This is an optimization exercise on Yosys and OpenROAD, whose aim is small area, not a production implementation.
Function was checked by simulation only, so behaviour that the tests miss may differ from the original.
Power figures rest on the tool's default switching activity, not on a simulated workload.

==> flow/config.mk <==
export PLATFORM = sky130hd
export DESIGN_NAME = printer_core
export DESIGN_NICKNAME = printer_core
export VERILOG_FILES = /design/flow/design.v
export SDC_FILE = /design/flow/constraint.sdc
export NUM_CORES = 4
export LEC_CHECK = 0
export CAP_MARGIN = 20
export CORE_MARGIN = 2
export CORE_UTILIZATION = 65
export CTS_CLUSTER_DIAMETER = 100
export CTS_CLUSTER_SIZE = 25
export SLEW_MARGIN = 20
==> flow/constraint.sdc <==
create_clock -name core_clock -period 10.0 [get_ports {clk}]
set_input_delay 2.0000 -clock core_clock [delete_from_list [all_inputs] [get_ports {clk}]]
set_output_delay 2.0000 -clock core_clock [all_outputs]
set_load 0.01 [all_outputs]
==> flow/design.v <==
module printer_core(
	input	wire			clk,
	input	wire			rst,
	input	wire	[9:0]	flags_out,
	input	wire	[9:0]	configuration_1,
	input	wire	[31:0]	stepper_1_speed,
	input	wire	[31:0]	stepper_2_speed,
	input	wire	[31:0]	stepper_3_speed,
	input	wire	[31:0]	stepper_4_speed,
	input	wire	[31:0]	stepper_1_steps_out,
	input	wire	[31:0]	stepper_2_steps_out,
	input	wire	[31:0]	stepper_3_steps_out,
	input	wire	[31:0]	stepper_4_steps_out,
	input	wire	[11:0]	temp_bed_bottom,
	input	wire	[11:0]	temp_bed_upper,
	input	wire	[11:0]	temp_e1_bottom,
	input	wire	[11:0]	temp_e1_upper,
	input	wire	[5:0]	endstop_raw,	 
	input	wire	[11:0]	temp_e1,
	input	wire	[11:0]	temp_bed,
	output	wire	[2:0]	flags_in,
	output	wire	[5:0]	end_stop,
	output	wire	[31:0]	stepper_1_steps_in,
	output	wire	[31:0]	stepper_2_steps_in,
	output	wire	[31:0]	stepper_3_steps_in,
	output	wire	[31:0]	stepper_4_steps_in,
	output	wire	[3:0]	step,
	output	wire	[3:0]	dir,
	output	wire	[3:0]	enable,
	output	wire			heater_bed,
	output	wire			heater_e1
);
	reg		[9:0]	flags_read;
	always @(posedge clk)
		if (rst)
			flags_read <= 10'd0;
		else
			flags_read <= flags_out;
	wire	[5:0]	es;
	endstop_filter ef1(.clk(clk), .rst(rst), .in(endstop_raw[0] ^ configuration_1[0]), .out(es[0]));
	endstop_filter ef2(.clk(clk), .rst(rst), .in(endstop_raw[1] ^ configuration_1[1]), .out(es[1]));
	endstop_filter ef3(.clk(clk), .rst(rst), .in(endstop_raw[2] ^ configuration_1[2]), .out(es[2]));
	endstop_filter ef4(.clk(clk), .rst(rst), .in(endstop_raw[3] ^ configuration_1[3]), .out(es[3]));
	endstop_filter ef5(.clk(clk), .rst(rst), .in(endstop_raw[4] ^ configuration_1[4]), .out(es[4]));
	endstop_filter ef6(.clk(clk), .rst(rst), .in(endstop_raw[5] ^ configuration_1[5]), .out(es[5]));
	assign end_stop = es;
	stepper_controller stepper_controller1(
		.clk(clk), .rst(rst),
		.stepper_step_in_1(stepper_1_steps_out), .stepper_speed_1(stepper_1_speed),
		.stepper_step_in_2(stepper_2_steps_out), .stepper_speed_2(stepper_2_speed),
		.stepper_step_in_3(stepper_3_steps_out), .stepper_speed_3(stepper_3_speed),
		.stepper_step_in_4(stepper_4_steps_out), .stepper_speed_4(stepper_4_speed),
		.negate(configuration_1[9:6]),
		.stepper_enable(flags_read[0]),
		.xmin(es[0]), .xmax(es[1]), .ymin(es[2]), .ymax(es[3]), .zmin(es[4]), .zmax(es[5]),
		.homex(flags_read[2]), .homey(flags_read[3]), .homez(flags_read[4]),
		.start_driving(flags_read[1]), .start_homing(flags_read[5]),
		.step(step), .dir(dir), .enable(enable),
		.steppers_driving(flags_in[0]),
		.stepper_step_out_1(stepper_1_steps_in),
		.stepper_step_out_2(stepper_2_steps_in),
		.stepper_step_out_3(stepper_3_steps_in),
		.stepper_step_out_4(stepper_4_steps_in));
	reg		[4:0]	samples;
	wire	[4:0]	samples_inc;
	ripple_inc #(5) samples_cnt(.a(samples), .en(!samples[4]), .y(samples_inc));
	always @(posedge clk)
		if (rst)
			samples <= 5'd0;
		else
			samples <= samples_inc;
	heater_control heater_bed_control(
		.clk(clk), .rst(rst), .full(samples[4]),
		.temp(temp_bed), .temp_bottom(temp_bed_bottom), .temp_upper(temp_bed_upper),
		.control(flags_read[7:6]), .enable_heater(heater_bed));
	heater_control heater_e1_control(
		.clk(clk), .rst(rst), .full(samples[4]),
		.temp(temp_e1), .temp_bottom(temp_e1_bottom), .temp_upper(temp_e1_upper),
		.control(flags_read[9:8]), .enable_heater(heater_e1));
	assign flags_in[1] = heater_bed;
	assign flags_in[2] = heater_e1;
endmodule
module ripple_inc #(parameter W = 32) (
	input	wire	[W-1:0]	a,
	input	wire			en,
	output	wire	[W-1:0]	y);
	wire	[W:0]	c;
	assign c[0] = en;
	genvar i;
	generate for (i = 0; i < W; i = i + 1) begin : g
		assign y[i] = a[i] ^ c[i];
		if (W > 20 && i == W / 2 - 1)
			assign c[i+1] = c[0] & (&a[i:0]);
		else
			assign c[i+1] = c[i] & a[i];
	end endgenerate
endmodule
module ripple_dec #(parameter W = 32) (
	input	wire	[W-1:0]	a,
	input	wire			en,
	output	wire	[W-1:0]	y);
	wire	[W:0]	c;
	assign c[0] = en;
	genvar i;
	generate for (i = 0; i < W; i = i + 1) begin : g
		assign y[i] = a[i] ^ c[i];
		assign c[i+1] = c[i] & !a[i];
	end endgenerate
endmodule
module ripple_updn #(parameter W = 32) (
	input	wire	[W-1:0]	a,
	input	wire			en,
	input	wire			down,
	output	wire	[W-1:0]	y);
	wire	[W:0]	c;
	assign c[0] = en;
	genvar i;
	generate for (i = 0; i < W; i = i + 1) begin : g
		assign y[i] = a[i] ^ c[i];
		assign c[i+1] = c[i] & (a[i] ^ down);
	end endgenerate
endmodule
module step_count(
	input	wire	[31:0]	q,
	input	wire	[31:0]	x,
	input	wire			load,
	input	wire			neg,
	input	wire			done,
	output	wire	[31:0]	q_next,
	output	wire			dir_next);
	wire	[31:0]	a = load ? x : q;
	wire	[32:0]	b;
	wire	[31:0]	t;
	assign b[0] = load ? neg : done;
	genvar i;
	generate for (i = 0; i < 32; i = i + 1) begin : g
		assign t[i] = a[i] ^ b[i];
		if (i == 15)
			assign b[16] = b[0] & !(|a[15:0]);
		else
			assign b[i+1] = b[i] & !a[i];
	end endgenerate
	wire	t31 = x[31] ^ (neg & !(|x[30:0]));
	assign q_next = t ^ {32{load & t31}};
	assign dir_next = t31 ^ neg;
endmodule
module ripple_cneg #(parameter W = 32) (
	input	wire	[W-1:0]	a,
	input	wire			neg,
	output	wire	[W-1:0]	y);
	wire	[W:0]	o;
	assign o[0] = 1'b0;
	genvar i;
	generate for (i = 0; i < W; i = i + 1) begin : g
		assign y[i] = a[i] ^ (neg & o[i]);
		assign o[i+1] = o[i] | a[i];
	end endgenerate
endmodule
module ripple_gt #(parameter W = 32) (
	input	wire	[W-1:0]	a,
	input	wire	[W-1:0]	b,
	output	wire			gt);
	wire	[W:0]	g;
	assign g[0] = 1'b0;
	genvar i;
	generate for (i = 0; i < W; i = i + 1) begin : g_
		assign g[i+1] = (a[i] & !b[i]) | (!(a[i] ^ b[i]) & g[i]);
	end endgenerate
	assign gt = g[W];
endmodule
module stepper_controller(
	input	wire			clk,
	input	wire			rst,
	input	wire	[31:0]	stepper_step_in_1,
	input	wire	[31:0]	stepper_speed_1,
	input	wire	[31:0]	stepper_step_in_2,
	input	wire	[31:0]	stepper_speed_2,
	input	wire	[31:0]	stepper_step_in_3,
	input	wire	[31:0]	stepper_speed_3,
	input	wire	[31:0]	stepper_step_in_4,
	input	wire	[31:0]	stepper_speed_4,
	input	wire	[3:0]	negate,
	input	wire			stepper_enable,
	input	wire			xmin,
	input	wire			xmax,
	input	wire			ymin,
	input	wire			ymax,
	input	wire			zmin,
	input	wire			zmax,
	input	wire			homex,
	input	wire			homey,
	input	wire			homez,
	input	wire			start_driving,
	input	wire			start_homing,
	output	wire	[3:0]	step,
	output	wire	[3:0]	dir,
	output	wire	[3:0]	enable,
	output	wire			steppers_driving,
	output	wire	[31:0]	stepper_step_out_1,
	output	wire	[31:0]	stepper_step_out_2,
	output	wire	[31:0]	stepper_step_out_3,
	output	wire	[31:0]	stepper_step_out_4);
	wire	[2:0]	step_h, dir_h;
	wire	[3:0]	step_d, dir_d;
	wire			driv_h, driv_xy, driv_z, driv_e;
	wire	drive = start_driving & !start_homing;
	wire	home  = start_homing & !start_driving;
	assign step = drive ? step_d : (home ? {1'b0, step_h} : 4'd0);
	assign dir  = drive ? dir_d  : (home ? {1'b0, dir_h}  : 4'd0);
	assign enable = {4{!stepper_enable}};
	assign steppers_driving = drive ? (driv_xy | driv_z | driv_e) : (home & driv_h);
	home_g28 home_blk(.clk(clk), .rst(rst),
		.stepper_speed_1(stepper_speed_1), .stepper_speed_2(stepper_speed_2), .stepper_speed_3(stepper_speed_3),
		.xmin(xmin), .ymin(ymin), .zmin(zmin),
		.homex(homex), .homey(homey), .homez(homez),
		.start_driving(start_homing),
		.step_signal(step_h), .dir(dir_h), .steppers_driving(driv_h));
	stepper_corexy_new corexy(.clk(clk), .rst(rst),
		.stepper_step_in_1(stepper_step_in_1), .negate_1(negate[0]), .stepper_speed_1(stepper_speed_1),
		.stepper_step_in_2(stepper_step_in_2), .negate_2(negate[1]), .stepper_speed_2(stepper_speed_2),
		.xmin(xmin), .xmax(xmax), .ymin(ymin), .ymax(ymax),
		.start_driving(start_driving),
		.step_signal_1(step_d[0]), .dir_1(dir_d[0]),
		.step_signal_2(step_d[1]), .dir_2(dir_d[1]),
		.steppers_driving(driv_xy),
		.stepper_step_out_1(stepper_step_out_1),
		.stepper_step_out_2(stepper_step_out_2));
	stepper_z z(.clk(clk), .rst(rst),
		.stepper_step_in(stepper_step_in_3), .negate(negate[2]), .stepper_speed(stepper_speed_3),
		.zmin(zmin), .zmax(zmax),
		.start_driving(start_driving),
		.step_signal(step_d[2]), .direction(dir_d[2]),
		.stepper_driving(driv_z), .stepper_step_out(stepper_step_out_3));
	stepper_extruder e1(.clk(clk), .rst(rst),
		.stepper_step_in(stepper_step_in_4), .negate(negate[3]), .stepper_speed(stepper_speed_4),
		.start_driving(start_driving),
		.step_signal(step_d[3]), .dir(dir_d[3]),
		.stepper_driving(driv_e), .stepper_step_out(stepper_step_out_4));
endmodule
module stepper_corexy_new(
	input	wire			clk,
	input	wire			rst,
	input	wire	[31:0]	stepper_step_in_1,
	input	wire			negate_1,
	input	wire	[31:0]	stepper_speed_1,
	input	wire	[31:0]	stepper_step_in_2,
	input	wire			negate_2,
	input	wire	[31:0]	stepper_speed_2,
	input	wire			xmin,
	input	wire			xmax,
	input	wire			ymin,
	input	wire			ymax,
	input	wire			start_driving,
	output	wire			step_signal_1,
	output	wire			dir_1,
	output	wire			step_signal_2,
	output	wire			dir_2,
	output	wire			steppers_driving,
	output	wire	[31:0]	stepper_step_out_1,
	output	wire	[31:0]	stepper_step_out_2);
	reg		[31:0]	q_1, q_2;		 
	reg		[31:0]	c_1, c_2;
	reg		[31:0]	speed_1, speed_2;
	reg				signal_1, signal_2;
	reg				driving_1, driving_2;
	reg				direction_1, direction_2;
	wire	[31:0]	r_1 = q_1 ^ {32{direction_1}};
	wire	[31:0]	r_2 = q_2 ^ {32{direction_2}};
	reg				f;
	reg				x_minus, x_plus, y_minus, y_plus;	 
	assign steppers_driving = driving_1 | driving_2;
	assign step_signal_1 = signal_1;
	assign step_signal_2 = signal_2;
	assign dir_1 = direction_1;
	assign dir_2 = direction_2;
	assign stepper_step_out_1 = r_1;
	assign stepper_step_out_2 = r_2;
	wire	nz_in_1 = |stepper_step_in_1[30:0];
	wire	nz_in_2 = |stepper_step_in_2[30:0];
	wire	load = !driving_1 & !driving_2 & !f & start_driving & (nz_in_1 | nz_in_2);
	wire	[30:0]	a_1 = stepper_step_in_1[30:0];
	wire	[30:0]	a_2 = stepper_step_in_2[30:0];
	wire	b_1 = stepper_step_in_1[31] & nz_in_1;
	wire	b_2 = stepper_step_in_2[31] & nz_in_2;
	wire	d_1 = stepper_step_in_1[31] ^ (negate_1 & nz_in_1);
	wire	d_2 = stepper_step_in_2[31] ^ (negate_2 & nz_in_2);
	wire	same = (b_1 == b_2);
	wire	[30:0]	p = a_2 ^ {31{same}};
	wire	[30:0]	h = a_1 ^ p;
	wire	[31:0]	g;
	assign g[0] = same;
	genvar i;
	generate for (i = 0; i < 31; i = i + 1) begin : cmp
		assign g[i+1] = (a_1[i] & p[i]) | (h[i] & g[i]);
	end endgenerate
	wire	[30:0]	k = {a_1[29:0] | p[29:0], same};
	wire	eq = &(h ~^ k);
	wire	[31:0]	carry = g;
	wire	gt = b_1 ? !carry[31] : (carry[31] & !eq);
	wire	s_plus  = d_1 ? (!gt & !eq) : gt;
	wire	s_minus = d_1 ? gt : (!gt & !eq);
	wire	s_on_y = (d_1 == d_2);
	wire	ok = ((xmin & !x_minus) | (xmax & !x_plus) | (!xmin & !xmax)) &
				 ((ymin & !y_minus) | (ymax & !y_plus) | (!ymin & !ymax));
	wire	[31:0]	c_1_inc, c_2_inc;
	ripple_inc #(32) c_1_cnt(.a(c_1), .en(1'b1), .y(c_1_inc));
	ripple_inc #(32) c_2_cnt(.a(c_2), .en(1'b1), .y(c_2_inc));
	wire	due_1 = (c_1 == speed_1);
	wire	due_2 = (c_2 == speed_2);
	wire	run_1 = ok & (|r_1[30:0]);
	wire	run_2 = ok & (|r_2[30:0]);
	wire	done_1 = driving_1 & signal_1 & (!run_1 | due_1) | !ok & signal_1;
	wire	done_2 = driving_2 & signal_2 & (!run_2 | due_2) | !ok & signal_2;
	wire	[31:0]	q_1_next, q_2_next;
	wire			dir_1_next, dir_2_next;
	step_count r_1_cnt(.q(q_1), .x(stepper_step_in_1), .load(load), .neg(negate_1),
		.done(done_1), .q_next(q_1_next), .dir_next(dir_1_next));
	step_count r_2_cnt(.q(q_2), .x(stepper_step_in_2), .load(load), .neg(negate_2),
		.done(done_2), .q_next(q_2_next), .dir_next(dir_2_next));
	wire	active = driving_1 | driving_2;
	wire	clear_1 = active & !ok & !(|r_1[30:0]);
	wire	clear_2 = active & !ok & !(|r_2[30:0]);
	always @(posedge clk)
	begin
		c_1 <= (load | due_1) ? 32'd1 : c_1_inc;
		c_2 <= (load | due_2) ? 32'd1 : c_2_inc;
		if (load)
		begin
			speed_1 <= stepper_speed_1;
			speed_2 <= stepper_speed_2;
		end
		if (rst)
		begin
			q_1 <= 32'd0; q_2 <= 32'd0;
			signal_1 <= 1'b0; signal_2 <= 1'b0;
			driving_1 <= 1'b0; driving_2 <= 1'b0;
			direction_1 <= 1'b0; direction_2 <= 1'b0;
			f <= 1'b0;
			x_minus <= 1'b0; x_plus <= 1'b0; y_minus <= 1'b0; y_plus <= 1'b0;
		end
		else
		begin
			q_1 <= {clear_1 ? direction_1 : q_1_next[31], q_1_next[30:0]};
			q_2 <= {clear_2 ? direction_2 : q_2_next[31], q_2_next[30:0]};
			if (load)
			begin
				driving_1 <= nz_in_1;
				driving_2 <= nz_in_2;
				signal_1 <= nz_in_1;
				signal_2 <= nz_in_2;
				direction_1 <= dir_1_next;
				direction_2 <= dir_2_next;
				f <= 1'b1;
				x_plus  <= s_on_y ? !d_1 : s_plus;
				x_minus <= s_on_y ?  d_1 : s_minus;
				y_plus  <= s_on_y ? s_plus  : !d_1;
				y_minus <= s_on_y ? s_minus : d_1;
			end
			else if (active)
			begin
				if (driving_1)
				begin
					if (!run_1)
					begin
						signal_1 <= 1'b0;
						driving_1 <= 1'b0;
					end
					else if (due_1)
						signal_1 <= !signal_1;
				end
				if (driving_2)
				begin
					if (!run_2)
					begin
						signal_2 <= 1'b0;
						driving_2 <= 1'b0;
					end
					else if (due_2)
						signal_2 <= !signal_2;
				end
				if (!ok)
				begin
					signal_1 <= 1'b0; driving_1 <= 1'b0;
					signal_2 <= 1'b0; driving_2 <= 1'b0;
				end
			end
			if (!start_driving)
			begin
				f <= 1'b0;
				driving_1 <= 1'b0; driving_2 <= 1'b0;
				signal_1 <= 1'b0; signal_2 <= 1'b0;
			end
		end
	end
endmodule
module stepper_z(
	input	wire			clk,
	input	wire			rst,
	input	wire	[31:0]	stepper_step_in,
	input	wire			negate,
	input	wire	[31:0]	stepper_speed,
	input	wire			zmin,
	input	wire			zmax,
	input	wire			start_driving,
	output	wire			step_signal,
	output	wire			direction,
	output	wire			stepper_driving,
	output	wire	[31:0]	stepper_step_out);
	reg		[31:0]	q;
	reg				q_dir;
	wire	[31:0]	r = q ^ {32{q_dir}};
	reg		[31:0]	mi;		 
	reg				signal;
	reg				driving;
	reg				f;
	assign stepper_driving = driving;
	assign step_signal = signal;
	assign direction = r[31];
	assign stepper_step_out = r;
	wire	es_ok = (!zmin & !zmax) | (zmin & !r[31]) | (zmax & r[31]);
	wire	load = !driving & !f & start_driving & (|stepper_step_in[30:0]) & es_ok;
	wire	run = (|r[30:0]) & es_ok;	 
	wire	due = (mi == 32'hfffffffe);	 
	wire	done = driving & signal & (!run | due);
	wire	[31:0]	mi_inc, q_next;
	wire			dir_next;
	ripple_inc #(32) m_cnt(.a(mi), .en(1'b1), .y(mi_inc));
	step_count r_cnt(.q(q), .x(stepper_step_in), .load(load), .neg(negate),
		.done(done), .q_next(q_next), .dir_next(dir_next));
	always @(posedge clk)
	begin
		mi <= (load | due) ? ~stepper_speed : mi_inc;
		if (rst)
		begin
			q <= 32'd0; q_dir <= 1'b0; signal <= 1'b0; driving <= 1'b0; f <= 1'b0;
		end
		else
		begin
			q <= q_next;
			if (load)
				q_dir <= dir_next;
			if (load)
			begin
				driving <= 1'b1;
				signal <= 1'b1;
				f <= 1'b1;
			end
			else if (driving)
			begin
				if (run)
				begin
					if (due)
						signal <= !signal;
				end
				else
				begin
					signal <= 1'b0;
					driving <= 1'b0;
				end
			end
			if (!start_driving)
			begin
				f <= 1'b0;
				driving <= 1'b0;
				signal <= 1'b0;
			end
		end
	end
endmodule
module stepper_extruder(
	input	wire			clk,
	input	wire			rst,
	input	wire	[31:0]	stepper_step_in,
	input	wire			negate,
	input	wire	[31:0]	stepper_speed,
	input	wire			start_driving,
	output	wire			step_signal,
	output	wire			dir,
	output	wire			stepper_driving,
	output	wire	[31:0]	stepper_step_out);
	reg		[31:0]	q;
	reg				q_dir;
	wire	[31:0]	r = q ^ {32{q_dir}};
	reg		[31:0]	mi;		 
	reg				signal;
	reg				driving;
	reg				f;
	assign stepper_driving = driving;
	assign step_signal = signal;
	assign dir = r[31];
	assign stepper_step_out = r;
	wire	es_ok = 1'b1;
	wire	load = !driving & !f & start_driving & (|stepper_step_in[30:0]) & es_ok;
	wire	run = (|r[30:0]) & es_ok;	 
	wire	due = (mi == 32'hfffffffe);	 
	wire	done = driving & signal & (!run | due);
	wire	[31:0]	mi_inc, q_next;
	wire			dir_next;
	ripple_inc #(32) m_cnt(.a(mi), .en(1'b1), .y(mi_inc));
	step_count r_cnt(.q(q), .x(stepper_step_in), .load(load), .neg(negate),
		.done(done), .q_next(q_next), .dir_next(dir_next));
	always @(posedge clk)
	begin
		mi <= (load | due) ? ~stepper_speed : mi_inc;
		if (rst)
		begin
			q <= 32'd0; q_dir <= 1'b0; signal <= 1'b0; driving <= 1'b0; f <= 1'b0;
		end
		else
		begin
			q <= q_next;
			if (load)
				q_dir <= dir_next;
			if (load)
			begin
				driving <= 1'b1;
				signal <= 1'b1;
				f <= 1'b1;
			end
			else if (driving)
			begin
				if (run)
				begin
					if (due)
						signal <= !signal;
				end
				else
				begin
					signal <= 1'b0;
					driving <= 1'b0;
				end
			end
			if (!start_driving)
			begin
				f <= 1'b0;
				driving <= 1'b0;
				signal <= 1'b0;
			end
		end
	end
endmodule
module home_g28(
	input	wire			clk,
	input	wire			rst,
	input	wire	[31:0]	stepper_speed_1,
	input	wire	[31:0]	stepper_speed_2,
	input	wire	[31:0]	stepper_speed_3,
	input	wire			xmin,
	input	wire			ymin,
	input	wire			zmin,
	input	wire			homex,
	input	wire			homey,
	input	wire			homez,
	input	wire			start_driving,
	output	wire	[2:0]	step_signal,
	output	wire	[2:0]	dir,
	output	wire			steppers_driving);
	reg		[1:0]	f;
	reg				dir1, dir3;
	assign dir = {dir3, (f == 2'd1), dir1};
	assign steppers_driving = start_driving & (homex & !xmin | homey & !ymin | homez & !zmin);
	wire	both  = !xmin & !ymin & homex & homey;
	wire	xonly = !both & !xmin & homex;
	wire	yonly = !both & !xonly & !ymin & homey;
	wire	[1:0]	mode = xonly ? 2'd1 : (yonly ? 2'd2 : 2'd0);
	wire	active = both | xonly | yonly;
	wire	change = active & (f != mode);	 
	always @(posedge clk)
		if (rst)
		begin
			f <= 2'd0; dir1 <= 1'b0; dir3 <= 1'b0;
		end
		else if (start_driving)
		begin
			dir3 <= 1'b1;
			if (change)
			begin
				f <= mode;
				dir1 <= 1'b1;
			end
		end
	home_axis axis1(.clk(clk), .rst(rst), .speed(stepper_speed_1),
		.run(start_driving & active), .restart(change),
		.clear(start_driving & !active), .mute(1'b0), .signal(step_signal[0]));
	home_axis axis2(.clk(clk), .rst(rst), .speed(stepper_speed_2),
		.run(start_driving & (xonly | yonly)), .restart(change),
		.clear(start_driving & (!active | (both & change))),
		.mute(start_driving & both), .signal(step_signal[1]));
	home_axis axis3(.clk(clk), .rst(rst), .speed(stepper_speed_3),
		.run(start_driving & !zmin & homez), .restart(1'b0),
		.clear(start_driving & !(!zmin & homez)), .mute(1'b0), .signal(step_signal[2]));
endmodule
module home_axis(
	input	wire			clk,
	input	wire			rst,
	input	wire	[31:0]	speed,
	input	wire			run,
	input	wire			restart,
	input	wire			clear,
	input	wire			mute,
	output	reg				signal);
	reg		[31:0]	mi;
	reg		[30:0]	ni;
	reg				z;
	wire	reload = run & (restart | z | (&mi));
	wire	count = run & !reload;
	wire	n_zero = &ni;
	wire	[31:0]	mi_inc;
	wire	[30:0]	ni_inc;
	ripple_inc #(32) m_cnt(.a(mi), .en(count), .y(mi_inc));
	ripple_inc #(31) n_cnt(.a(ni), .en(count & !n_zero), .y(ni_inc));
	always @(posedge clk)
	begin
		mi <= reload ? ~speed : mi_inc;
		ni <= reload ? ~speed[31:1] : ni_inc;
		if (rst)
		begin
			z <= 1'b1; signal <= 1'b0;
		end
		else if (reload)
		begin
			z <= 1'b0; signal <= 1'b1;
		end
		else if (count)
		begin
			if (n_zero)
				signal <= 1'b0;
		end
		else if (clear)
		begin
			z <= 1'b1; signal <= 1'b0;
		end
		else if (mute)
			signal <= 1'b0;
	end
endmodule
module heater_control(
	input	wire			clk,
	input	wire			rst,
	input	wire			full,
	input	wire	[11:0]	temp,
	input	wire	[11:0]	temp_bottom,
	input	wire	[11:0]	temp_upper,
	input	wire	[1:0]	control,
	output	wire			enable_heater);
	reg en;
	reg f;
	wire [11:0] temp_filter;
	assign enable_heater = en;
	analog_filter filter_1(.clk(clk), .rst(rst), .full(full),
		.signal_in(temp), .signal_out(temp_filter));
	wire above, below;
	ripple_gt #(12) cmp_upper(.a(temp_filter), .b(temp_upper), .gt(above));
	ripple_gt #(12) cmp_bottom(.a(temp_bottom), .b(temp_filter), .gt(below));
	wire reached = !above;		 
	always @(posedge clk)
		if (rst)
		begin
			en <= 1'b0; f <= 1'b1;
		end
		else if (control[0])		 
		begin
			if (f)
			begin
				en <= !reached;
				f <= !reached;
			end
		end
		else
		begin
			f <= 1'b1;
			if (control[1])			 
			begin
				if (reached)
					en <= 1'b0;
				else if (!below)		 
					en <= 1'b1;
			end
			else
				en <= 1'b0;
		end
endmodule
module analog_filter(
	input	wire			clk,
	input	wire			rst,
	input	wire			full,
	input	wire	[11:0]	signal_in,
	output	wire	[11:0]	signal_out);
	reg		[191:0]	history;
	reg		[15:0]	sum;
	wire	[15:0]	x = sum;
	wire	[15:0]	y = {4'd0, signal_in};
	wire	[15:0]	z = {4'hf, ~(history[191:180] & {12{full}})};
	wire	[15:0]	s = x ^ y ^ z;
	wire	[16:0]	k = {(x & y) | (z & (x ^ y)), 1'b1};
	wire	[16:0]	c;
	wire	[15:0]	next;
	assign c[0] = 1'b0;
	genvar i;
	generate for (i = 0; i < 16; i = i + 1) begin : g
		assign next[i] = s[i] ^ k[i] ^ c[i];
		assign c[i+1] = (s[i] & k[i]) | (c[i] & (s[i] ^ k[i]));
	end endgenerate
	always @(posedge clk)
	begin
		history <= {history[179:0], signal_in};
		if (rst)
			sum <= 16'd0;
		else
			sum <= next;
	end
	assign signal_out = sum[15:4];
endmodule
module endstop_filter(
	input	wire	clk,
	input	wire	rst,
	input	wire	in,
	output	reg		out);
	reg		[13:0]	k;
	reg				prev;
	wire	full = (k == 14'd10000);
	wire	[13:0]	k_inc;
	ripple_inc #(14) k_cnt(.a(k), .en(!full & (in == prev)), .y(k_inc));
	always @(posedge clk)
		if (rst)
		begin
			out <= 1'b0; k <= 14'd0; prev <= 1'b0;
		end
		else
		begin
			prev <= in;
			k <= (in == out) ? 14'd0 : k_inc;
			if ((in != out) & full)
				out <= prev;
		end
endmodule
==> flow/flow/run.sh <==
#!/bin/bash
# The standard layout (standard.sh: ORFS synthesis to final), except that the
# input and output ports get the smallest buffer, sky130_fd_sc_hd__buf_1,
# instead of the one buffer_ports picks by default. ORFS writes each step's
# log under orfs/logs; make's own output goes to standard.log.
set -euo pipefail
export BUFFER_PORTS_ARGS="-buffer_cell sky130_fd_sc_hd__buf_1"
bash standard.sh > standard.log 2>&1
==> flow/standard.sh <==
#!/bin/bash
# synth_recipe.tcl (not shown) runs the flow's synth.tcl, then flattens the netlist and writes it again
# the make line also repeats each setting of config.mk as NAME=value (left out here)
make -C /OpenROAD-flow-scripts/flow DESIGN_CONFIG=/design/flow/config.mk WORK_HOME=/design/flow/orfs CLKGATE_MAP_FILE= SYNTH_SCRIPT=/design/flow/synth_recipe.tcl "${@:-finish}"
==> results of run 1 <==
==> worst reg2reg max path: stages (launching register included) <==
cell and delay (ps):
dfxtp_1 450, buf_4 260, and2_1 180, fa_1 510, inv_1 60, fa_1 430
fa_1 390, fa_1 390, fa_1 390, fa_1 390, fa_1 400, fa_1 400
fa_1 400, fa_1 410, fa_1 390, fa_1 390, fa_1 390, inv_1 90
fa_1 200, fa_1 190, xnor2_1 140, xnor2_1 140, nor2_1 50
==> report_power, final <==
part / switching [mW] / internal (mW) / leakage, nW
clock: 1.31 / 0.932 / 0.665
sequential: 0.289 / 4.78 / 8.98
combinational: 0.981 / 0.777 / 13.4
==> through the flow <==
step           area, um2  std cells  hold WS, ps  util [%]  total power [mW]
2_1_floorplan      45350       4176        309.6         -             6.354
3_3_place_gp       47910       5469        309.6     69.61             6.844
3_5_place_dp       47910       5469        312.1     69.61             6.904
4_1_cts            49280       5535        321.9     71.60             9.127
5_1_grt            49390       5545        322.8     71.76             9.605
6_report           49400       5550        319.2     71.77             9.065
==> layer usage <==
layer  vias up  track usage [%]
met4        24            8.304
met1     13880            34.45
met2       636            47.27
li1      14970                -
met3       174            4.756
met5         -                0
==> cell families after synthesis <==
family | count (synthesis) | share of synthesized area, %
compound gates | 424 | 5.320
xor+xnor | 448 | 8.683
mux | 145 | 3.201
simple gates | 1060 | 11.89
fa+ha+maj | 652 | 18.85
buf+inv | 378 | 3.446
flops | 1069 | 48.61
==> cells in the mapped netlist (all sizes together) (3+ instances only) <==
library cell  number  area [um2]
a22o               4       35.03
clkbuf            97       364.1
buf               65       387.9
nand4            117       732.0
a21o              12       90.09
a2111oi            6       58.80
fa                52        1041
nor4              87       550.5
o21bai             4       30.03
nand2            213       799.5
nand3             25       125.1
nor2             298        1119
o22ai              3       18.77
nor3              35       175.2
mux2i            145        1451
dfxtp           1005       20120
a31oi              4       25.02
o2111ai           11       96.34
and3               5       31.28
or3                6       47.54
nor4b              3       38.79
nor2b             45       281.5
xor2             301        2636
or4               16       120.1
and2             184        1154
o21a              10       75.07
a21oi            141       709.4
a31o               4       35.03
ha               600        7507
o31ai              5       37.54
and4b              7       70.07
edfxtp            64        1922
o21ai            190       954.7
nor4bb             6       60.06
inv              216       810.8
nand2b             6       37.54
a211oi            14       105.1
xnor2            146        1279
==> cell type report <==
type	instances	area, um2
sequential	1069	22050
multi-input combinational	2729	21840
fill	5363	19430
timing repair buffer	527	2133
clock buffer	60	1299
tap	931	1165
inverter	216	812.0
clock inverter	6	75.07
antenna	12	30.03
==> how the worst min path moves through the flow <==
stage                                             start                                       end  slack, ps  depth (start not counted)
3_3_place_gp    heater_e1_control.filter_1.history[118]   heater_e1_control.filter_1.history[130]        310                          0
3_5_place_dp   heater_bed_control.filter_1.history[162]  heater_bed_control.filter_1.history[174]        310                          0
5_1_grt         heater_e1_control.filter_1.history[148]   heater_e1_control.filter_1.history[160]        320                          0
6_report         heater_e1_control.filter_1.history[15]    heater_e1_control.filter_1.history[27]        320                          0
4_1_cts          heater_e1_control.filter_1.history[15]    heater_e1_control.filter_1.history[27]        320                          0
2_1_floorplan   heater_bed_control.filter_1.history[88]  heater_bed_control.filter_1.history[100]        310                          0
==> notes.md, run 1 <==
status=timing/DRC/antenna clean; clk root buf=clkbuf_16; GP Congestion=0.9214; Crit-path slowest cell=fa_1; placeable core area=68830 um2; number of iterations in the first detailed-routing pass=5; commonest non-fill, non-tap cell in the layout=dfxtp_1; FP Rows=96; Initial Utilization=65.89%; Post-synth EDFFs=64; Synth Flop Type=dfxtp_1; final setup skew=18.19 ps; required time of the critical path=10490 ps; area growth from synthesis to layout=8.934%; DR top layer=met5; fin crit period=approximately 8000 ps; maxcap violations=0; GR Util All Layers=27.17%; CTS tree=yes; Final HPWL DP=76120 um; CTS resizes=0; final slew viol count=0; Hold Buf Count CTS=0; Setup TNS Final=0 ps; H-tree levels=2; initial antenna violation count=20; share of layout cells above drive strength 1=2.409%; DRC viols=0; Max stage delay on crit path=approximately 540 ps; Final Setup Violations=0; Avg Inst Size Synth=10.86 um2; top flop regs=heater_bed_control.filter_1.history: 192 flops, heater_e1_control.filter_1.history: 192 flops; initial drt markers=1600; Synth Cell Area=45350 um2; Final period util=78.53%; Post CTS Setup Buffer Count=0; Worst-Skew Late Latency=630 ps; met1 WL=43130 um; pre-CTS setup slack=roughly 1500 ps; Worst setup SP type=input pin; first-pass GRT wire length=approximately 150000 um; delay-heaviest family, CP=adder cells; Worst Tran Pin Value=1064 ps; largest net degree at the start of global routing=170; RR Endpoint=heater_bed_control.filter_1.sum[15]; cell depth of the worst setup path=22; CP Class=input pin to flop; Setup crit end kind=flop; CTS buffer count=49; CP startpoint=temp_bed[1]; Syn. warnings=9; synth unique cells=66; RSZ-0062 raised after global routing=false; global route overflow=0; final wirelength=99230 um; Lkg Pwr=about 23 nW; die area=just over 70000 um2; Hold Crit Class=flop to flop; CP arrival=8340 ps; Power Dens Cells=183.5 nW/um2; WL/cell=17.88 um; R2R Setup Slk=roughly 2800 ps; maximum fanout along the worst path=2; worst path cell trace=buf_1 -> inv_1 -> fa_1 -> inv_1 -> fa_1 -> fa_1 -> fa_1 -> fa_1 -> fa_1 -> fa_1 -> fa_1 -> fa_1 -> fa_1 -> fa_1 -> fa_1 -> fa_1 -> inv_1 -> fa_1 -> fa_1 -> xnor2_1 -> xnor2_1 -> nor2_1; Final WS setup=2147 ps; syn nets=about 5.2k; Vias/cell=5.348; vias in the first global route=28.79k; reg2reg path depth=22; routed wire length on met3=slightly above 5000 um; die height=around 270 um; Critical path buffers and inverters=4; Fin. Hold Viols=0; Post-synth ARST share=0%; Mapped Cells=4176; maximum buffer depth of the clock tree=3; highest clock rate=~130 MHz; most frequent cells in the layout=dfxtp_1 (1001), ha_1 (600), buf_1 (505), xor2_1 (300), nor2_1 (293); WL met2=approximately 48000 um; Peak VDD IR=between 0.00015 and 0.0002 V; NumNets Final=5600; clock slew at reported path FFs=about 90 ps; chip width=268.1 um; vias=29.68k; most used cell, CP=fa_1; Worst slew margin=29.08%; Buffers on Ports=506; IO Count=507; sequential area share after synthesis=48.61%; Worst Setup EP=heater_bed_control.filter_1.sum[15]; reg-to-reg critical path startpoint=samples[4]; clock sink count=1069; number of synthesized register bits=between 1k and 1.5k; Antenna Nets Post-Route=0
==> run 2: changes to the inputs <==
==> flow/flow/run.sh (replaced) <==
#!/bin/bash
# The standard layout (standard.sh: ORFS synthesis to final) with two changes
# to how it is made:
#  - synthesis maps the logic with an area-oriented ABC script
#    (flow/abc_area.script, used through ABC_AREA=1 in config.mk) in place of
#    ORFS's; only the combinational mapping changes, so the registers, their
#    names and cell types are those of the standard synthesis;
#  - the input and output ports get the smallest buffer,
#    sky130_fd_sc_hd__buf_1, instead of the one buffer_ports picks.
# ORFS writes each step's log under orfs/logs; make's own output goes to
# standard.log.
set -euo pipefail
rm -rf scripts_area
cp -r "$FLOW_HOME/scripts" scripts_area
cp flow/abc_area.script scripts_area/abc_area.script
export BUFFER_PORTS_ARGS="-buffer_cell sky130_fd_sc_hd__buf_1"
bash standard.sh SCRIPTS_DIR="$PWD/scripts_area" finish > standard.log 2>&1
==> flow/flow/abc_area.script (new file) <==
strash
&get -n
&fraig -x
&put
scorr
dc2
strash
dch -f
amap -m -F 2 -A 8
--- a/flow/config.mk
+++ b/flow/config.mk
@@ -5,6 +5,7 @@
 export SDC_FILE = /design/flow/constraint.sdc
 export NUM_CORES = 4
 export LEC_CHECK = 0
+export ABC_AREA = 1
 export CAP_MARGIN = 20
 export CORE_MARGIN = 2
 export CORE_UTILIZATION = 65
==> run 2 against run 1 <==
Net effect: cell count increased by 4.4%; synthesized area decreased by 3.5%; global-route usage increased by 3.5 points; design area decreased by 1.8%; worst hold slack improved by 1.6 ps; combinational power decreased by 2%; register-to-register slack improved by 40 ps; largest cell class unchanged; highest routed layer unchanged.
==> notes.md, run 2 <==
status=timing/DRC/antenna clean (unchanged); commonest non-fill, non-tap cell in the layout=dfxtp_1 (unchanged); top cells by count, synth=dfxtp_1 (1005), ha_1 (600), o21ai_0 (432) (was dfxtp_1 (1005), ha_1 (600), xor2_1 (301)); Synth Cell Area=43770 um2 (was 45350 um2); Setup crit end kind=flop (unchanged); final setup skew=31.90 ps (was 18.19 ps); die area=69430 um2 (was 71890 um2); H-tree levels=2 (unchanged); # fillers=5117 (was 5363); Tot Pwr=8.976 mW (was 9.065 mW); top cell type's share of synthesized area=45.97% (was 44.37%); maxcap violations=0 (unchanged); Avg Inst Size Synth=10.17 um2 (was 10.86 um2); vias in the first global route=30.91k (was 28.79k); Syn. warnings=9 (unchanged); Final Setup Violations=0 (unchanged); highest clock rate=109.6 MHz (was 127.3 MHz); pre-CTS setup slack=-146.7 ps (was 1491 ps); Hold Crit Class=flop to flop (unchanged); maximum fanout along the worst path=10 (was 2); maximum buffer depth of the clock tree=3 (unchanged); reg2reg path depth=33 (was 22); end of the worst hold path=heater_e1_control.filter_1.history[133] (was heater_e1_control.filter_1.history[27]); Hold Crit Start=heater_e1_control.filter_1.history[121] (was heater_e1_control.filter_1.history[15]); synth unique cells=50 (was 66); share of layout cells above drive strength 1=2.565% (was 2.409%); CP startpoint=stepper_2_steps_out[28] (was temp_bed[1]); Max stage delay on crit path=470 ps (was 540 ps); vias=32.32k (was 29.68k); largest net degree at the start of global routing=93 (was 170); Synth Flop Type=dfxtp_1 (unchanged); global route overflow=0 (unchanged); Min-Delay Path Depth=0 (unchanged); clock sink count=1069 (unchanged); CP arrival=9610 ps (was 8340 ps); Final HPWL DP=82770 um (was 76120 um); chip width=263.5 um (was 268.1 um); FP Rows=95 (was 96); number of synthesized register bits=1069 (unchanged); fin crit period=9122 ps (was 7853 ps); Post-synth EDFFs=64 (unchanged); die height=263.5 um (was 268.1 um); WL/cell=18.57 um (was 17.88 um); reg-to-reg critical path startpoint=stepper_controller1.corexy.direction_2 (was samples[4]); final slew viol count=0 (unchanged); Power Dens Cells=185.0 nW/um2 (was 183.5 nW/um2); required time of the critical path=10490 ps (about the same); syn nets=5311 (was 5184); Post-synth ARST share=0% (unchanged); count leader, synth=dfxtp_1 (unchanged); DRC viols=0 (unchanged); RSZ-0062 raised after global routing=true (was false); initial antenna violation count=16 (was 20); fin util=72.50% (was 71.77%); RR Endpoint=stepper_controller1.corexy.q_2[31] (was heater_bed_control.filter_1.sum[15]); GR Util All Layers=30.68% (was 27.17%); Fin. Hold Viols=0 (unchanged); Synth area leaders=dfxtp_1 (46%), ha_1 (17%), o21ai_0 (4.9%), edfxtp_1 (4.4%), nand2_1 (3.7%) (was dfxtp_1 (44%), ha_1 (17%), xor2_1 (5.8%), edfxtp_1 (4.2%), mux2i_1 (3.2%)); GP Congestion=0.9451 (was 0.9214); NumNets Final=5905 (was 5600); number of iterations in the first detailed-routing pass=6 (was 5); Worst Tran Pin Value=1098 ps (was 1064 ps); Buffers on Ports=506 (unchanged); Final period util=91.22% (was 78.53%); first-pass GRT wire length=167500 um (was 153500 um); CP Class=input pin to flop (unchanged); Lkg Pwr=20.82 nW (was 23.07 nW); Worst slew margin=26.36% (was 29.08%); initial drt markers=2104 (was 1600); most used cell, CP=nor2_1 (was fa_1); sequential area share after synthesis=50.36% (was 48.61%); top flop regs=heater_bed_control.filter_1.history: 192 flops, heater_e1_control.filter_1.history: 192 flops (unchanged); largest area contributor in the netlist=dfxtp_1 (unchanged); placeable core area=66920 um2 (was 68830 um2); CTS buffer count=48 (was 49); Mapped Cells=4303 (was 4176); Peak VDD IR=0.0001624 V (was 0.0001949 V); CTS tree=yes (unchanged); Post CTS Setup Buffer Count=0 (unchanged); Crit-path slowest cell=nor4_2 (was fa_1); IO Count=507 (unchanged); R2R Setup Slk=2850 ps (was 2810 ps); Final WS setup=878.4 ps (was 2147 ps); Initial Utilization=65.40% (was 65.89%); clock slew at reported path FFs=100 ps (was 90 ps); clk root buf=clkbuf_16 (unchanged); most frequent cells in the layout=dfxtp_1 (1005), ha_1 (600), buf_1 (504), o21ai_0 (430), nand2_1 (428) (was dfxtp_1 (1001), ha_1 (600), buf_1 (505), xor2_1 (300), nor2_1 (293)); Worst-Skew Late Latency=650 ps (was 630 ps); Worst setup SP type=input pin (unchanged); Vias/cell=5.579 (was 5.348); Antenna Nets Post-Route=0 (unchanged); area growth from synthesis to layout=10.86% (was 8.934%); final wirelength=107600 um (was 99230 um)
-- run 2: changes by cell type after synthesis, moves of 185 or more --
cell and delta:
o22ai_1 +185, o21ai_0 +250, nor2b_1 +199, inv_1 -215, xor2_1 -291, clkinv_1 +320, nand2_1 +218
-- run 2: kinds of logic (layout without fill, tap and decap cells) --
logic type | count (synthesis) | after routing | share of synthesized area (%)
AO/OA/AOI/OAI | 937 | 937 | 12.63
XOR/XNOR | 12 | 12 | 0.2401
adder cells (fa/ha/maj) | 652 | 652 | 19.53
buffers and inverters | 334 | 943 | 2.984
flip-flops | 1069 | 1069 | 50.36
other | 0 | 7 | 0
AND/OR/NAND/NOR | 1299 | 1299 | 14.26
-- run 2: report_power, final --
part / internal (mW) / switching (mW) / leakage, nW
Sequential: 4.77 / 0.261 / 9.00
Clock: 0.916 / 1.31 / 0.649
Combinational: 0.697 / 1.02 / 11.2
Total: 6.39 / 2.59 / 20.8
-- run 2: area by class of cell --
class | count | area [um2] | area share (%)
clock buffer | 62 | 1285 | 2.648
antenna | 7 | 17.52 | 0.03610
timing repair buffer | 558 | 2295 | 4.729
multi-input combinational | 2900 | 20520 | 42.30
sequential | 1069 | 22040 | 45.43
tap | 873 | 1092 | 2.251
inverter | 320 | 1220 | 2.514
clock inverter | 3 | 45.04 | 0.09283
-- run 2: routing by layer --
layer	vias up	GRT usage [%]	part of all wire, %
li1	16390	-	-
met1	14900	39.19	43
met2	840	52.00	47
met3	177	6.351	6.8
met4	14	9.992	3.2
met5	-	0	0.085
-- run 2: how the worst max path moves through the flow --
stage,end,slack (ps),cells past startpoint
final,stepper_controller1.corexy.y_minus,880,75
after global routing,stepper_controller1.corexy.y_plus,-40,75
after CTS,stepper_controller1.corexy.y_plus,520,73
after detailed placement,stepper_controller1.corexy.y_plus,-150,73
after global placement,stepper_controller1.corexy.y_minus,20,73
after floorplan,stepper_controller1.corexy.q_2[31],60,30
-- run 2: metrics by stage --
stage	instance area [um2]	hold slack [ps]	instances	setup TNS, ps
floorplan	43780	309.6	4303	0
global placement	47120	309.8	5720	0
detailed placement	47120	312.1	5720	-449.4
CTS	48450	326.0	5785	0
global route	48520	333.9	5792	-69.09
finish	48520	320.8	5792	0
-- run 2: critical path, delay by kind of cell --
kind	cells	cell delay (ps)
buf+inv	6	780
simple gates	56	4890
fa+ha+maj	1	180
compound gates	12	1760
-- run 2: timing repair --
action                     4_1_cts  5_1_grt
resized for setup                0        9
hold buffers                     0        0
setup endpoints to repair        0        4
==> run 3: changes to the inputs <==
==> flow/flow/run.sh (replaced) <==
#!/bin/bash
# The standard layout (standard.sh: ORFS synthesis to final) with changes to
# how it is made:
#  - synthesis maps the logic with an area-oriented ABC script
#    (flow/abc_area.script, used through ABC_AREA=1 in config.mk) in place of
#    ORFS's, and leaves adders to ABC instead of extracting full and half
#    adder cells first (ADDER_MAP_FILE empty); only the combinational
#    mapping changes, so the registers, their names and cell types are those
#    of the standard synthesis;
#  - the input and output ports get the smallest buffer,
#    sky130_fd_sc_hd__buf_1, instead of the one buffer_ports picks.
# ORFS writes each step's log under orfs/logs; make's own output goes to
# standard.log.
set -euo pipefail
rm -rf scripts_area
cp -r "$FLOW_HOME/scripts" scripts_area
cp flow/abc_area.script scripts_area/abc_area.script
export BUFFER_PORTS_ARGS="-buffer_cell sky130_fd_sc_hd__buf_1"
bash standard.sh SCRIPTS_DIR="$PWD/scripts_area" ADDER_MAP_FILE= finish > standard.log 2>&1
==> run 3 against run 2 <==
Net effect: wire length is 8.2% higher; flip-flop and latch count stayed put; utilization is 1.4 points higher; total power is 1.7% higher; cell count is 11% higher; clock skew is 10 ps lower; count of clock-buffer cells in the layout stayed put; sequential share of layout area is 1.8 points higher; register-to-register slack worse by 1600 ps; design area is 3.8% lower; critical endpoint unchanged; highest routed layer unchanged.
==> notes.md, run 3 <==
Worst setup SP type=input pin (unchanged); GR Util All Layers=33.62% (was 30.68%); CP arrival=9780 ps (was 9610 ps); final std cells w/o fill=6408 (was 5792); Final HPWL DP=86410 um (was 82770 um); largest net degree at the start of global routing=168 (was 93); vias in the first global route=34.46k (was 30.91k); die height=257.1 um (was 263.5 um); CP startpoint=stepper_1_steps_out[0] (was stepper_2_steps_out[28]); Power Dens Cells=195.5 nW/um2 (was 185.0 nW/um2); Avg Inst Size Synth=8.494 um2 (was 10.17 um2); vias=38.18k (was 32.32k); highest clock rate=108.5 MHz (was 109.6 MHz); top flop regs=heater_bed_control.filter_1.history: 192 flops, heater_e1_control.filter_1.history: 192 flops (unchanged); maximum buffer depth of the clock tree=3 (unchanged); Worst slew margin=31.64% (was 26.36%); most used cell, CP=nor3_1 (was nor2_1); fin crit period=9219 ps (was 9122 ps); Buffers on Ports=506 (unchanged); CP Class=input pin to flop (unchanged); most frequent cells in the layout=dfxtp_1 (1005), nor2_1 (723), clkinv_1 (612), buf_1 (505), o22ai_1 (375) (was dfxtp_1 (1005), ha_1 (600), buf_1 (504), o21ai_0 (430), nand2_1 (428)); Setup crit end kind=flop (unchanged); maxcap violations=0 (unchanged); final setup skew=21.55 ps (was 31.90 ps); DRC viols=0 (unchanged); global route overflow=0 (unchanged); syn nets=5258 (was 5311); top cell type's share of synthesized area=48.32% (was 45.97%); Crit-path slowest cell=or4_4 (was nor4_2); H-tree levels=2 (unchanged); area growth from synthesis to layout=12.13% (was 10.86%); placed cell area=45220 um2 (was 47120 um2); Lkg Pwr=16.25 nW (was 20.82 nW); number of iterations in the first detailed-routing pass=5 (was 6); share of layout cells above drive strength 1=3.029% (was 2.565%); Initial Utilization=65.89% (was 65.40%); Synth area leaders=dfxtp_1 (48%), nor2_1 (6.7%), o22ai_1 (5.6%), clkinv_1 (5.5%), edfxtp_1 (4.6%) (was dfxtp_1 (46%), ha_1 (17%), o21ai_0 (4.9%), edfxtp_1 (4.4%), nand2_1 (3.7%)); CTS buffer count=48 (unchanged); sequential area share after synthesis=52.94% (was 50.36%); clock slew at reported path FFs=100 ps (about the same); maximum fanout along the worst path=8 (was 10); largest area contributor in the netlist=dfxtp_1 (unchanged); commonest non-fill, non-tap cell in the layout=dfxtp_1 (unchanged); Post-synth ARST share=0% (unchanged); Fin. Hold Viols=0 (unchanged); Placed Cells incl. Taps=6325 (was 5720); Hold Crit Class=flop to flop (unchanged); Post-synth EDFFs=64 (unchanged); Synth Cell Area=41640 um2 (was 43770 um2); status=timing/DRC/antenna clean (unchanged); Setup TNS Final=0 ps (unchanged); count leader, synth=dfxtp_1 (unchanged); Critical path buffers and inverters=6 (unchanged); clk root buf=clkbuf_16 (unchanged); synth unique cells=55 (was 50); Hold Buf Count CTS=0 (unchanged); initial drt markers=3323 (was 2104); Final Setup Violations=0 (unchanged); Mapped Cells=4902 (was 4303); Synth Flop Type=dfxtp_1 (unchanged); Final period util=92.19% (was 91.22%); Tot Pwr=9.130 mW (was 8.976 mW); final wirelength=116400 um (was 107600 um); Peak VDD IR=0.0001688 V (was 0.0001624 V); Vias/cell=5.958 (was 5.579); FP Rows=92 (was 95); Worst Tran Pin Value=1019 ps (was 1098 ps); Syn. warnings=9 (unchanged); CTS tree=yes (unchanged); clock sink count=1069 (unchanged); fin util=73.88% (was 72.50%); number of synthesized register bits=1069 (unchanged); Hold Crit Start=heater_e1_control.filter_1.history[176] (was heater_e1_control.filter_1.history[121]); placeable core area=63200 um2 (was 66920 um2); Max stage delay on crit path=670 ps (was 470 ps); chip width=257.1 um (was 263.5 um); initial antenna violation count=19 (was 16); top cells by count, synth=dfxtp_1 (1005), nor2_1 (738), clkinv_1 (614) (was dfxtp_1 (1005), ha_1 (600), o21ai_0 (432)); GP Congestion=0.9838 (was 0.9451); first-pass GRT wire length=179100 um (was 167500 um); IO Count=507 (unchanged); final slew viol count=0 (unchanged); Worst-Skew Late Latency=640 ps (was 650 ps); reg-to-reg critical path startpoint=stepper_controller1.corexy.direction_1 (was stepper_controller1.corexy.direction_2); Antenna Nets Post-Route=0 (unchanged); required time of the critical path=10560 ps (was 10490 ps); WL/cell=18.16 um (was 18.57 um); delay-heaviest family, CP=simple AND/OR/NAND/NOR gates (unchanged); # fillers=4914 (was 5117); NumNets Final=5887 (was 5905); die area=66100 um2 (was 69430 um2); design area=46690 um2 (was 48520 um2)
## run 3: cell types whose count changed in the layout (fill, tap and decap cells not counted), sizes merged, moves of 66 or more
| cell | previous run | this run |
|---|---|---|
| o22ai | 188 | 376 |
| o21ai | 432 | 366 |
| clkinv | 317 | 615 |
| ha | 600 | 0 |
| a21oi | 97 | 312 |
| nor2b | 244 | 40 |
| nor2 | 344 | 738 |
| o32ai | 2 | 129 |
| nor3 | 28 | 127 |
## run 3: metrics by stage
step                worst slack [ps]  hold slack, ps
floorplan                      170.2           309.6
global placement               155.7           309.7
detailed placement            -83.43           312.1
CTS                            562.4           323.2
global route                  -33.97           324.4
finish                         781.4           323.6
## run 3: cell type report
type                            instances  area [um2]  area share [%]
Antenna cell                           15       37.54         0.08039
Sequential cell                      1069       22040           47.21
Tap cell                              846        1059           2.267
Timing Repair Buffer                  593        2570           5.504
Clock inverter                          4       73.82          0.1581
Clock buffer                           62        1254           2.685
Inverter                              614        2317           4.963
Multi-Input combinational cell       3205       17340           37.13
## run 3: final timing paths
path	to	slack, ps	depth (start not counted)
setup / recovery	stepper_controller1.corexy.y_minus	780	51
hold reg to reg	heater_e1_control.filter_1.history[188]	320	0
setup reg to reg	stepper_controller1.corexy.q_1[31]	1260	56
hold / removal	heater_e1_control.filter_1.history[188]	320	0
## run 3: layer usage
metal	vias to the layer above	global-route usage (%)	wire (um)
met2	1341	54.59	52850
li1	18930	-	-
met1	17600	43.75	48720
met3	291	5.753	8781
met4	12	16.09	5944
met5	-	0	85
## run 3: timing repair
item	in CTS	in global routing
resized for setup	0	23
endpoints found under the setup margin	0	9
buffers inserted	0	1
## run 3: logic make-up after synthesis
family                 share of synthesized area [%]
flip-flops                                     52.94
AND/OR/NAND/NOR                                18.23
AO/OA/AOI/OAI                                  22.90
buffers and inverters                          5.788
XOR/XNOR                                      0.1472
## run 3: power breakdown
part / switching (mW) / internal, mW
Clock: 1.33 / 0.898
Sequential: 0.302 / 4.76
Combinational: 1.15 / 0.687
==> run 4: changes to the inputs <==
--- a/flow/design.v
+++ b/flow/design.v
@@ -718,9 +718,8 @@
 	output	reg		out);
 	reg		[13:0]	k;
 	reg				prev;
-	wire	full = (k == 14'd10000);
-	wire	[13:0]	k_inc;
-	ripple_inc #(14) k_cnt(.a(k), .en(!full & (in == prev)), .y(k_inc));
+	wire	full = (k == 14'h036a);
+	wire	[13:0]	k_step = {k[12:0], !(k[13] ^ k[12] ^ k[11] ^ k[1])};
 	always @(posedge clk)
 		if (rst)
 		begin
@@ -729,7 +728,10 @@
 		else
 		begin
 			prev <= in;
-			k <= (in == out) ? 14'd0 : k_inc;
+			if (in == out)
+				k <= 14'd0;
+			else if (!full & (in == prev))
+				k <= k_step;
 			if ((in != out) & full)
 				out <= prev;
 		end
--- a/flow/config.mk
+++ b/flow/config.mk
@@ -8,7 +8,8 @@
 export ABC_AREA = 1
 export CAP_MARGIN = 20
 export CORE_MARGIN = 2
-export CORE_UTILIZATION = 65
-export CTS_CLUSTER_DIAMETER = 100
-export CTS_CLUSTER_SIZE = 25
+export CORE_UTILIZATION = 75
+export CTS_BUF_LIST = sky130_fd_sc_hd__clkbuf_8
+export CTS_CLUSTER_DIAMETER = 80
+export CTS_CLUSTER_SIZE = 16
 export SLEW_MARGIN = 20
==> run 4 against run 3 <==
Net effect: utilization increased by 9.7 points; non-clock buffer count decreased by 48; worst setup slack improved by 16 ps; total power increased by 0.21%; maximum frequency increased by 0.18%; wire length increased by 7.4%; critical path type unchanged; largest power group unchanged.
==> notes.md, run 4 <==
CTS buffer count=76 (was 48); sequential share of power=55.9% (was 55.5%); synth unique cells=53 (was 55); sequential area share after synthesis=53.09% (was 52.94%); largest net degree at the start of global routing=71 (was 168); Final WS setup=797.8 ps (was 781.4 ps); switching power=2.939 mW (was 2.781 mW); most frequent cells in the layout=dfxtp_1 (1005), nor2_1 (721), clkinv_1 (588), buf_1 (505), o22ai_1 (368) (was dfxtp_1 (1005), nor2_1 (723), clkinv_1 (612), buf_1 (505), o22ai_1 (375)); Power Dens Cells=199.4 nW/um2 (was 195.5 nW/um2); placed cell area=44570 um2 (was 45220 um2); count leader, synth=dfxtp_1 (unchanged); Lkg Pwr=16.06 nW (was 16.25 nW); area growth from synthesis to layout=10.52% (was 12.13%); FF+latch area=22040 um2 (unchanged); IO Count=507 (unchanged); Fin. Hold Viols=0 (unchanged); clock slew at reported path FFs=100 ps (about the same); final setup skew=61.51 ps (was 21.55 ps); first-pass GRT wire length=191700 um (was 179100 um); Post-synth EDFFs=64 (unchanged); GP Congestion=1.034 (was 0.9838); DRC viols=0 (unchanged); Final period util=92.02% (was 92.19%); number of iterations in the first detailed-routing pass=9 (was 5); share of layout cells above drive strength 1=2.741% (was 3.029%); Max stage delay on crit path=360 ps (was 670 ps); CP Class=input pin to flop (unchanged); placeable core area=54880 um2 (was 63200 um2); maximum fanout along the worst path=15 (was 8); fin crit period=9202 ps (was 9219 ps); Syn. warnings=9 (unchanged); Post-synth ARST share=0% (unchanged); Synth Cell Area=41520 um2 (was 41640 um2); status=timing/DRC/antenna clean (unchanged); initial drt markers=4343 (was 3323); top cell type's share of synthesized area=48.46% (was 48.32%); Initial Utilization=75.66% (was 65.89%); number of synthesized register bits=1069 (unchanged); commonest non-fill, non-tap cell in the layout=dfxtp_1 (unchanged); NumNets Final=5806 (was 5887); WL/cell=20.17 um (was 18.16 um); clk root buf=clkbuf_8 (was clkbuf_16); maxcap violations=0 (unchanged); required time of the critical path=10620 ps (was 10560 ps); Worst slew margin=34.36% (was 31.64%); Crit-path slowest cell=a2111oi_1 (was or4_4); Synth Flop Type=dfxtp_1 (unchanged); Avg Inst Size Synth=8.576 um2 (was 8.494 um2); final wirelength=125000 um (was 116400 um); clock sink count=1069 (unchanged); Final Setup Violations=0 (unchanged); CP arrival=9820 ps (was 9780 ps); global route overflow=0 (unchanged); die height=239.3 um (was 257.1 um); Worst setup SP type=input pin (unchanged); Peak VDD IR=0.0001787 V (was 0.0001688 V); multi-input logic area=17260 um2 (was 17340 um2); Comb power frac=21.4% (was 20.1%); Setup crit end kind=flop (unchanged); vias=39.59k (was 38.18k); die area=57260 um2 (was 66100 um2); Worst Tran Pin Value=978.6 ps (was 1019 ps); H-tree levels=3 (was 2); Synth area leaders=dfxtp_1 (48%), nor2_1 (6.6%), o22ai_1 (5.6%), clkinv_1 (5.4%), edfxtp_1 (4.6%) (was dfxtp_1 (48%), nor2_1 (6.7%), o22ai_1 (5.6%), clkinv_1 (5.5%), edfxtp_1 (4.6%)); GR Util All Layers=42.19% (was 33.62%); # fillers=3322 (was 4914); clock share of power=22.7% (was 24.4%); initial antenna violation count=16 (was 19); Mapped Cells=4841 (was 4902); Vias/cell=6.389 (was 5.958); syn nets=5197 (was 5258); vias in the first global route=36.39k (was 34.46k); final slew viol count=0 (unchanged); Buffers on Ports=506 (unchanged); Antenna Nets Post-Route=0 (unchanged); switch share=32.12% (was 30.46%); Hold Crit Class=flop to flop (unchanged); pre-CTS setup slack=143.5 ps (was -83.43 ps); Internal=6.210 mW (was 6.349 mW); FP Rows=86 (was 92); Final HPWL DP=90720 um (was 86410 um); top cells by count, synth=dfxtp_1 (1005), nor2_1 (735), clkinv_1 (592) (was dfxtp_1 (1005), nor2_1 (738), clkinv_1 (614)); largest area contributor in the netlist=dfxtp_1 (unchanged); Worst-Skew Late Latency=740 ps (was 640 ps); top flop regs=heater_bed_control.filter_1.history: 192 flops, heater_e1_control.filter_1.history: 192 flops (unchanged); highest clock rate=108.7 MHz (was 108.5 MHz); maximum buffer depth of the clock tree=3 (unchanged); design area=45890 um2 (was 46690 um2); CTS tree=yes (unchanged); chip width=239.3 um (was 257.1 um)
## run 4: timing repair
item,CTS,global route
setup buffers,0,0
gates resized for setup,0,19
hold buffers,0,0
endpoints found under the setup margin,0,4
## run 4: logic make-up after synthesis
logic type	count (synthesis)	synth area share [%]
and+or+nand+nor	1637	17.79
DFF	1069	53.09
buffers and inverters	606	5.605
xor gates and xnor gates	1	0.02110
AOI/OAI and AO/OA	1528	23.50
## run 4: final cells by class
class	count	share of cell area, %
antenna	19	0.1036
timing repair buffer	545	4.813
clock inverter	23	0.3136
inverter	592	4.856
sequential	1069	48.03
multi-input combinational	3166	37.62
clock buffer	78	2.340
tap	704	1.920
## run 4: metal layers
layer / vias to the layer above / global-route usage [%] / routed length [um]
met5: - / 0 / 12
met3: 484 / 10.91 / 12720
li1: 18780 / - / -
met2: 2143 / 68.28 / 56900
met4: 2 / 23.83 / 7892
met1: 18180 / 51.37 / 47450
## run 4: stage by stage
| stage | utilization, % | TNS [ps] | power, mW | hold WS (ps) | cells |
|---|---|---|---|---|---|
| finish | 83.62 | 0 | 9.149 | 298.8 | 6196 |
| global route | 83.60 | -130.0 | 9.543 | 308.1 | 6192 |
| CTS | 83.43 | 0 | 9.059 | 284.2 | 6177 |
| detailed placement | 81.21 | 0 | 7.046 | 312.1 | 6076 |
| global placement | 81.21 | 0 | 6.912 | 309.6 | 6076 |
| floorplan | - | 0 | 6.410 | 309.6 | 4841 |
## run 4: worst max-delay path: cells and delay by family
kind,cells,cell delay (ps)
buf+inv,23,2690
compound gates,4,750
simple gates,29,4390
## run 4: worst paths after layout
kind	startpoint	to	slack, ps	depth (start not counted)
hold / removal	heater_e1_control.filter_1.history[62]	heater_e1_control.filter_1.history[74]	300	0
setup reg to reg	stepper_controller1.corexy.direction_2	stepper_controller1.corexy.q_2[31]	1000	54
setup / recovery	stepper_1_steps_out[3]	stepper_controller1.corexy.q_1[31]	800	56
hold reg to reg	heater_e1_control.filter_1.history[62]	heater_e1_control.filter_1.history[74]	300	0
## run 4: power groups by stage
| stage | sequential [mW] | clock (mW) | combinational [mW] |
|---|---|---|---|
| 5_1_grt | 5.15 | 2.23 | 2.16 |
| 3_5_place_dp | 5.18 | 0 | 1.86 |
| 3_3_place_gp | 5.16 | 0 | 1.76 |
| 4_1_cts | 5.09 | 2.07 | 1.90 |
| 2_1_floorplan | 5.10 | 0 | 1.31 |
| 6_report | 5.11 | 2.08 | 1.96 |
==> run 5: changes to the inputs <==
--- a/flow/flow/run.sh
+++ b/flow/flow/run.sh
@@ -8,7 +8,9 @@
 #    mapping changes, so the registers, their names and cell types are those
 #    of the standard synthesis;
 #  - the input and output ports get the smallest buffer,
-#    sky130_fd_sc_hd__buf_1, instead of the one buffer_ports picks.
+#    sky130_fd_sc_hd__buf_1, instead of the one buffer_ports picks;
+#  - clock tree synthesis (CTS_ARGS, the settings of config.mk written out)
+#    inserts no dummy loads.
 # ORFS writes each step's log under orfs/logs; make's own output goes to
 # standard.log.
 set -euo pipefail
@@ -16,4 +18,5 @@
 cp -r "$FLOW_HOME/scripts" scripts_area
 cp flow/abc_area.script scripts_area/abc_area.script
 export BUFFER_PORTS_ARGS="-buffer_cell sky130_fd_sc_hd__buf_1"
+export CTS_ARGS="-sink_clustering_enable -repair_clock_nets -sink_clustering_size 16 -sink_clustering_max_diameter 80 -buf_list sky130_fd_sc_hd__clkbuf_8 -dont_use_dummy_load"
 bash standard.sh SCRIPTS_DIR="$PWD/scripts_area" ADDER_MAP_FILE= finish > standard.log 2>&1
==> run 5 against run 4 <==
Net effect: utilization decreased by 0.33 points; count of clock-buffer cells in the layout decreased by 2; critical endpoint unchanged; sequential power about the same; maximum frequency increased by 0.25%; register-to-register slack about the same; clock skew increased by 44 ps; flip-flop and latch count unchanged; design area decreased by 0.40%; clock power decreased by 5%; worst setup slack improved by 23 ps; still clean; via count decreased by 0.13%; first-iteration DRC count decreased by 7.9%.
==> notes.md, run 5 <==
final slew viol count=0 (unchanged); placed cell area=44570 um2 (unchanged); Avg Inst Size Synth=8.576 um2 (unchanged); status=timing/DRC/antenna clean (unchanged); H-tree levels=3 (unchanged); initial drt markers=3998 (was 4343); DRC viols=0 (unchanged); Initial Utilization=75.66% (unchanged); Peak VDD IR=0.0001740 V (was 0.0001787 V); GP Congestion=1.034 (unchanged); CP Class=input pin to flop (unchanged); Max stage delay on crit path=360 ps (about the same); Internal=6.167 mW (was 6.210 mW); syn nets=5197 (unchanged); number of synthesized register bits=1069 (unchanged); placeable core area=54880 um2 (unchanged); most used cell, CP=clkinv_1; most frequent cells in the layout=dfxtp_1 (1005), nor2_1 (720), clkinv_1 (586), buf_1 (505), o22ai_1 (368) (was dfxtp_1 (1005), nor2_1 (721), clkinv_1 (588), buf_1 (505), o22ai_1 (368)); die height=239.3 um (unchanged); fin crit period=9179 ps (was 9202 ps); Hold Crit Class=flop to flop (unchanged); vias in the first global route=36.39k (about the same); CP arrival=9750 ps (was 9820 ps); largest net degree at the start of global routing=71 (unchanged); maxcap violations=0 (unchanged); Mapped Cells=4841 (unchanged); Lkg Pwr=15.93 nW (was 16.06 nW); highest clock rate=108.9 MHz (was 108.7 MHz); synth unique cells=53 (unchanged); vias=39.54k (was 39.59k); Worst Tran Pin Value=1009 ps (was 978.6 ps); maximum fanout along the worst path=15 (unchanged); IO Count=507 (unchanged); switch share=31.72% (was 32.12%); count leader, synth=dfxtp_1 (unchanged); Worst slew margin=31.85% (was 34.36%); top flop regs=heater_bed_control.filter_1.history: 192 flops, heater_e1_control.filter_1.history: 192 flops (unchanged); Final HPWL DP=90720 um (unchanged); Final period util=91.79% (was 92.02%); clock share of power=21.8% (was 22.7%); fin util=83.28% (was 83.62%); GR Util All Layers=41.93% (was 42.19%); final setup skew=105.2 ps (was 61.51 ps); Post CTS Setup Buffer Count=0 (unchanged); Setup TNS Final=0 ps (unchanged); Synth Cell Area=41520 um2 (unchanged); Final WS setup=821.0 ps (was 797.8 ps); Crit-path slowest cell=a2111oi_1 (unchanged); Post-synth EDFFs=64 (unchanged); Placed Cells incl. Taps=6076 (unchanged); area growth from synthesis to layout=10.08% (was 10.52%); Comb power frac=21.6% (was 21.4%); Worst-Skew Late Latency=730 ps (was 740 ps); share of layout cells above drive strength 1=2.625% (was 2.741%); Worst setup SP type=input pin (unchanged); Fin. Hold Viols=0 (unchanged); CTS tree=yes (unchanged); Synth Flop Type=dfxtp_1 (unchanged); Setup crit end kind=flop (unchanged); top cell type's share of synthesized area=48.46% (unchanged); FP Rows=86 (unchanged); NumNets Final=5806 (unchanged); Post-synth ARST share=0% (unchanged); required time of the critical path=10570 ps (was 10620 ps); top cells by count, synth=dfxtp_1 (1005), nor2_1 (735), clkinv_1 (592) (unchanged); Syn. warnings=9 (unchanged); clock sink count=1069 (unchanged); sequential area share after synthesis=53.09% (unchanged); number of iterations in the first detailed-routing pass=8 (was 9); Power Dens Cells=197.6 nW/um2 (was 199.4 nW/um2); CTS buffer count=76 (unchanged)
-- run 5: cell counts after synthesis --
No cell type changed its count.
-- run 5: cell type report --
type,instances,area (um2),area share [%]
well taps,704,880.8,1.927
flip-flops and latches,1069,22040,48.23
repair buffers,545,2208,4.832
inverters,592,2228,4.876
multi-input cells,3166,17250,37.75
diodes,18,45.04,0.09855
clock buffers,76,1046,2.289
-- run 5: path summary, 6_finish.rpt --
check,startpoint,end,cells after the start
max reg2reg,stepper_controller1.corexy.direction_2,stepper_controller1.corexy.q_2[31],54
min,heater_e1_control.filter_1.history[62],heater_e1_control.filter_1.history[74],0
max,stepper_1_steps_out[5],stepper_controller1.corexy.q_1[31],56
min reg2reg,heater_e1_control.filter_1.history[62],heater_e1_control.filter_1.history[74],0
-- run 5: power by group through the flow --
stage	combinational, mW	clock, mW	sequential (mW)
after CTS	1.89	1.97	5.09
after detailed placement	1.86	0	5.18
final	1.95	1.97	5.11
after global placement	1.76	0	5.16
after floorplan	1.31	0	5.10
after global routing	2.15	2.12	5.16
-- run 5: logic make-up (layout without fill, tap and decap cells) --
logic type	Yosys count	after routing	synth area share (%)
XOR/XNOR	1	1	0.02110
AND/OR/NAND/NOR	1637	1637	17.79
AO/OA/AOI/OAI	1528	1528	23.50
flip-flops	1069	1069	53.09
other	0	18	0
buffers and inverters	606	1213	5.605
-- run 5: timing repair --
| action | 4_1_cts | 5_1_grt |
|---|---|---|
| gates resized for setup | 0 | 20 |
| setup endpoints to repair | 0 | 4 |
| hold buffers | 0 | 0 |
-- run 5: routing by layer --
layer | GRT usage [%] | routed length (um)
met3 | 10.96 | 12870
met4 | 24.45 | 8323
met2 | 68.01 | 56320
met1 | 50.53 | 46920
met5 | 0 | 12
-- run 5: critical path, delay by kind of cell --
kind	cells	cell delay [ps]
AND/OR/NAND/NOR	29	4270
buffers and inverters	23	2710
AO/OA/AOI/OAI	4	740
-- run 5: through the flow --
stage,total power [mW],hold WS (ps)
2_1_floorplan,6.410,309.6
3_3_place_gp,6.912,309.6
3_5_place_dp,7.046,312.1
4_1_cts,8.951,232.6
5_1_grt,9.426,258.4
6_report,9.032,242.1

Setup slack of run 5, layout unchanged: 0.821 ns with ideal ports, 0.839 ns with driving cells assumed (clock clkbuf_16, inputs buf_2), 0.105 ns with port delays also shifted by the 0.735 ns mid clock arrival.
